This is an optimization exercise on Yosys and OpenROAD, whose aim is small area and a short achievable clock period, not a production implementation. In this exercise RTL edits were held to simulation tests only and were not proved equivalent to the original. No activity file was given, so power comes from the tool's default toggle rates.

==> flow/design.v (outline; a module is shown in full before it is edited, if it fits) <==
// module cu_top: 70 lines
// module regfile: 38 lines
// module crossbar: 67 lines
// module alu: 346 lines
// module alu_fadd: 46 lines
// module multiplier: 224 lines
// module mul17: 911 lines
// module cu_add: 9 lines
// module shifter: 74 lines
module cu_top 	#(parameter RF_DATASIZE=16, ADDRESS_WIDTH=4, SIGNAL_WIDTH=3)
		(
			input wire clk, reset, stall,
			input wire  ps_cu_trunc, ps_cu_float, 
			input wire ps_mul_en,ps_mul_otreg,
			input wire[3:0] ps_mul_dtsts,
			input wire[1:0] ps_mul_cls, ps_mul_sc,
			output wire mul_ps_mv, mul_ps_mn, mul_ps_mu, mul_ps_mi,
			input wire[(SIGNAL_WIDTH-1):0]ps_xb_w_cuEn,
			input wire ps_xb_w_bcEn,
			input wire[(ADDRESS_WIDTH-1):0] ps_xb_raddx, ps_xb_raddy, ps_xb_wadd,
			input wire [RF_DATASIZE-1:0] bc_dt,
			output wire [RF_DATASIZE-1:0] xb_dtx,	
			input wire ps_shf_en,
			input wire [1:0] ps_shf_cls,
			output wire shf_ps_sv, shf_ps_sz,
			input wire ps_alu_en,
			input wire [1:0]ps_alu_hc, ps_alu_sc2,
			input wire [2:0]ps_alu_sc1,
			input wire ps_alu_sat, ps_alu_ci, 
			output wire alu_ps_az, alu_ps_an, alu_ps_ac, alu_ps_av, alu_ps_au, alu_ps_as, alu_ps_ai,
			output wire alu_ps_compd
		);
  // ...
==> flow/run.sh <==
#!/bin/bash
# synth_recipe.tcl (not shown) runs the flow's synth.tcl, then flattens the netlist and writes it again
# the make line also repeats each setting of config.mk as NAME=value (left out here)
make -C /OpenROAD-flow-scripts/flow DESIGN_CONFIG=/design/flow/config.mk WORK_HOME=/design/flow/orfs CLKGATE_MAP_FILE= SYNTH_SCRIPT=/design/flow/synth_recipe.tcl finish
==> flow/config.mk <==
export PLATFORM = sky130hd
export DESIGN_NAME = cu_top
export DESIGN_NICKNAME = cu_top
export VERILOG_FILES = /design/flow/design.v
export SDC_FILE = /design/flow/constraint.sdc
export NUM_CORES = 4
export LEC_CHECK = 0
export CAP_MARGIN = 20
export CORE_MARGIN = 2
export CORE_UTILIZATION = 35
export PLACE_DENSITY = 0.55
export SLEW_MARGIN = 20
==> flow/constraint.sdc <==
create_clock -name core_clock -period 28.0 [get_ports {clk}]
set_input_delay 5.6000 -clock core_clock [delete_from_list [all_inputs] [get_ports {clk}]]
set_output_delay 5.6000 -clock core_clock [all_outputs]
set_load 0.01 [all_outputs]
==> results.py, run 1 <==
metrics = {
    "cells_and_area": {
        "dominant_cells": "multi-input gates",
        "layout_common_cells": "723 x nand2_1, 714 x nor2_1, 680 x a21oi_1",
        "num-clock-buffers": 74,
        "fin_area_mm2": 0.0665,
        "area_delta_synth_final_pct": 9.97,
        "drive_above_1_share_pct": 8.65,
    },
    "clock_network": {
        "cts_made_buffers": 60,
        "cts_num_sinks": 508,
        "clockBufferDepth": 3,
        "cts_root_buf": "clkbuf_16",
        "clock_latency_ps": 730,
        "cts_resized": 0,
    },
    "worst_setup_path": {
        "timing.critical_path.to": "mul_obj.P[30]",
        "end_kind": "flop",
        "r2r_slack_ps": 10540,
        "crit_family": "compound AO/OA/AOI/OAI gates",
        "r2r_cells": 53,
    },
    "floorplanning": {
        "core_mm2": 0.172,
        "num_tap_cells": 2310,
    },
    "routing": {
        "post_drt_via_cell_ratio": 6.57,
        "wire_per_inst_um": 30.2,
        "dr.pass1.iters": 7,
        "met1Wirelength_mm": 128,
        "drcViolationCount": 0,
    },
    "power_and_ir_drop": {
        "ir_drop_uv": 445,
        "swShare_pct": 55.1,
        "pwr-share-clk_pct": 7.4,
        "pg_clk_w": 0.000806,
    },
    "outcome": {
        "status": "finished clean",
    },
    "sta": {
        "rsz0062_at_grt": "no",
        "finalSetupViolCount": 0,
        "finalMaxSlewViolations": 0,
    },
    "synthesis": {
        "yosys-top-cells-area": "edfxtp_1 13%, dfrtp_1 10%, ha_1 5.8%",
        "synth-adder-area-share_pct": 9.98,
        "synth.distinct_cells": 114,
        "syn_area_per_cell_um2": 7.69,
        "synth_compound_area_share_pct": 30.9,
        "synth_top_area_share_pct": 12.7,
        "synth_common_cells": "728 x nor2_1, 724 x nand2_1, 683 x a21oi_1, 647 x o21ai_0, 472 x clkbuf_1",
    },
    "placement": {
        "dp_hpwl_mm": 227,
    },
    "global_route": {
        "grt_start_max_net_pins": 69,
        "grt_remaining_overflow": 0,
    },
}
==> inputs of run 2 (changes only) <==
--- a/flow/config.mk
+++ b/flow/config.mk
@@ -7,3 +7,3 @@
 export LEC_CHECK = 0
-export CAP_MARGIN = 20
+export CAP_MARGIN = 60
 export CORE_MARGIN = 2
@@ -11,2 +11,2 @@
 export PLACE_DENSITY = 0.55
-export SLEW_MARGIN = 20
+export SLEW_MARGIN = 60
==> run 2 against run 1 <==
Net effect:
- still clean
- setup slack gained 750 ps
- clock power grew 4.0%
- sequential share of layout area shrank 0.49 points
- maximum frequency grew 4.5%
- non-clock buffer count grew 39
- largest power group unchanged
==> results.py, run 2 <==
metrics = {
    "routing": {
        "routed.top_layer": "met5",
        "drtIter0Drc": 10000,
        "drcViolationCount": 0,
        "post_drt_via_cell_ratio": 6.58,
        "wl_mm": 305,
        "met2_length_mm": 130,
        "ant_nets": 0,
        "vias": 66700,
        "wire_per_inst_um": 30.2,
        "met1Wirelength_mm": 127,
        "route.met3.wl_mm": 32.7,
        "dr.pass1.iters": 9,
    },
    "cells_and_area": {
        "largest-register": "rf_obj.regfile",
        "final_common_cell": "nand2_1",
        "largestRegisters": "rf_obj.regfile: 256 flops, mul_obj.mr40_data: 40 flops, mul_obj.P: 32 flops",
        "largest_reg_flops": 256,
        "drive_above_1_share_pct": 11.7,
        "nNetsFinal": 8228,
        "area_delta_synth_final_pct": 12.7,
        "layout_common_cells": "714 x nand2_1, 694 x nor2_1, 657 x a21oi_1",
    },
    "synthesis": {
        "synth_ff_type": "edfxtp_1",
        "synth_compound_area_share_pct": 30.9,
        "synth_mux_area_share_pct": 4.75,
        "synthArstFlopShare_pct": 48.6,
        "synth.most_common_cell": "nor2_1",
        "synth_top_cell_by_area": "edfxtp_1",
        "synth-adder-area-share_pct": 9.98,
        "synth_edf_count": 256,
        "synth_top_family_by_area": "compound AO/OA/AOI/OAI gates",
        "yosys-top-cells-area": "edfxtp_1 13%, dfrtp_1 10%, ha_1 5.8%",
        "ys_seq_area_share_pct": 23.1,
        "synth_top_area_share_pct": 12.7,
        "ys_ff_latch": 508,
        "synth_simple_gate_area_share_pct": 18.9,
        "syn_area_per_cell_um2": 7.69,
        "syn_inst": 7862,
        "syn_area_mm2": 0.0605,
        "synth_common_cells": "728 x nor2_1, 724 x nand2_1, 683 x a21oi_1, 647 x o21ai_0, 472 x clkbuf_1",
        "synthXorXnorAreaFrac_pct": 6.09,
        "synth_warnings": 6,
        "synth.distinct_cells": 114,
    },
    "sta": {
        "min_period_ps": 16700,
        "final.setup.tns_ps": 0,
        "hold_slack_ps": 476,
        "tightest_slew_ps": 766,
        "finalMaxSlewViolations": 0,
        "hold_viol_final": 0,
        "finalSetupViolCount": 0,
        "period_share_pct": 59.6,
        "fin_skew_ps": 97.2,
        "relSlewSlack_pct": 48.4,
        "fmax_mhz": 59.9,
        "rsz0062_at_grt": "no",
    },
    "worst_setup_path": {
        "cp_max_fo": 19,
        "crit_arrival_ps": 11100,
        "critPathLaunchType": "input port",
        "crit_required_ps": 22400,
        "crit_type": "in -> out",
        "end_kind": "output pin",
    },
    "floorplanning": {
        "start_util_pct": 35.2,
        "ios": 90,
        "die_y_um": 420,
        "die-area_mm2": 0.176,
        "core_mm2": 0.172,
        "die_w_um": 420,
        "rows": 152,
    },
    "power_and_ir_drop": {
        "power.total_w": 0.0110,
        "p_leak_nw": 25.8,
        "power_density_mw_per_mm2": 161,
        "ir_drop_uv": 405,
    },
    "clock_network": {
        "cts_resized": 0,
        "cts_tree": "yes",
        "clock_latency_ps": 740,
        "cts_num_sinks": 508,
        "clockBufferDepth": 3,
        "cts_made_buffers": 60,
        "post_cts_buffers": 0,
        "path_clk_slew_ps": 60,
        "cts_root_buf": "clkbuf_16",
        "cts_hold_buffers": 0,
        "htreeDepth": 2,
    },
    "global_route": {
        "grt_remaining_overflow": 0,
        "grt_usage_pct": 33.3,
        "grt_start_max_net_pins": 69,
        "antenna_found_initial": 13,
        "grt_pass1_wl_mm": 438,
        "grt_pass1_vias": 61100,
    },
    "outcome": {
        "status": "finished clean",
    },
    "placement": {
        "place.gp.congestion": 1.05,
        "numPortBuffers": 89,
        "dp_hpwl_mm": 228,
    },
    "run": {
        "drv_cap": 0,
    },
    "hold_path": {
        "hold_class": "reg -> reg",
    },
}
run 2: metrics by stage:
| stage | cell area, um^2 | utilization, % | setup slack (ps) | std cells |
|---|---|---|---|---|
| 6_report | 68200 | 39.7 | 11300 | 10100 |
| 4_1_cts | 67800 | 39.5 | 11550 | 10100 |
| 3_5_place_dp | 65700 | 38.2 | 11150 | 10000 |
| 2_1_floorplan | 60500 | - | 13120 | 7867 |
| 5_1_grt | 68200 | 39.7 | 10700 | 10100 |
| 3_3_place_gp | 64500 | 37.5 | 10610 | 9970 |
run 2: layout make-up:
class	count	area, um^2
Clock inverter	40	507
Antenna cell	4	10.0
Sequential cell	508	14000
Multi-Input combinational cell	6367	44300
Timing Repair Buffer	410	3350
Tap cell	2310	2890
Clock buffer	74	1600
Fill cell	17600	104000
Inverter	415	1560
run 2: critical path, stage by stage:
cell and delay [ps]:
clkdlybuf4s50_1 490, mux2_2 230, nand2_1 100, or4_1 600, and2_1 240, a311oi_1 340
o31ai_1 110, o21ai_1 460, clkinv_1 590, a32oi_1 520, nor4b_2 130, nor2_1 300
nand2_1 190, nor3_2 550, clkdlybuf4s50_1 650
run 2: logic make-up (layout without fill, tap and decap cells):
| logic type | after synthesis | in the layout |
|---|---|---|
| XOR/XNOR | 419 | 419 |
| buffers and inverters | 992 | 939 |
| flip-flops | 508 | 508 |
| other | 2 | 11 |
| adder cells (fa/ha/maj) | 407 | 407 |
| multiplexers | 247 | 247 |
| AND/OR/NAND/NOR | 2433 | 2433 |
| AO/OA/AOI/OAI | 2854 | 2854 |
run 2: metal layers:
metal  vias to the layer above  global-route usage [%]
li1                      29100                       -
met1                     32400                    46.5
met2                      4401                    49.9
met3                       781                    6.47
met4                         8                    14.3
met5                         -                       0
run 2: power by group:
part	internal, W	switching [W]	leakage (nW)
clock network	0.000472	0.000367	1.01
logic	0.00341	0.00542	19.5
registers	0.00106	0.000221	5.33
run 2: worst paths after layout:
path / start / endpoint / slack, ps / depth (start not counted)
min in group asynchronous: reset / mul_obj.mr40_data[39] / 4780 / 1
hold reg to reg: mul_obj.Ry16_latched[8] / mul_obj.Ry16_latched[8] / 480 / 2
max in group asynchronous: reset / alu_obj.x[13] / 21350 / 4
hold / removal: mul_obj.Ry16_latched[8] / mul_obj.Ry16_latched[8] / 480 / 2
setup reg to reg: alu_obj.alu_sc1[1] / mul_obj.P[30] / 11680 / 52
setup / recovery: ps_alu_sat / mul_ps_mv / 11300 / 15

[static timing again, ports no longer ideal]
Ports are ideal in the flow. The routed layouts listed here were re-timed in OpenROAD. Step 1 (the two cells are an assumption about what drives the block):
set clk [get_ports {clk}]
set_driving_cell -lib_cell sky130_fd_sc_hd__clkbuf_16 $clk
set_driving_cell -lib_cell sky130_fd_sc_hd__buf_2 [delete_from_list [all_inputs] $clk]
Step 2, shift: input delay + t, output delay - t, t = (earliest + latest rising clock arrival at the registers) / 2. This alone moves slack from input paths to output paths. a / b / c = no drivers / after step 1 / after step 2; a / b = the first two.
run	t, ns	slack for setup (ns)	clock arrival spread, ns
run 1	0.781	10.545 / 10.545 / 10.178	0.075 / 0.076
run 2	0.779	11.299 / 11.274 / 10.836	0.097 / 0.097
After both steps setup and hold are still met in every run listed. For run 2, which loses most, drivers alone change the setup slack by -0.025 ns; drivers and shift together by -0.463 ns.
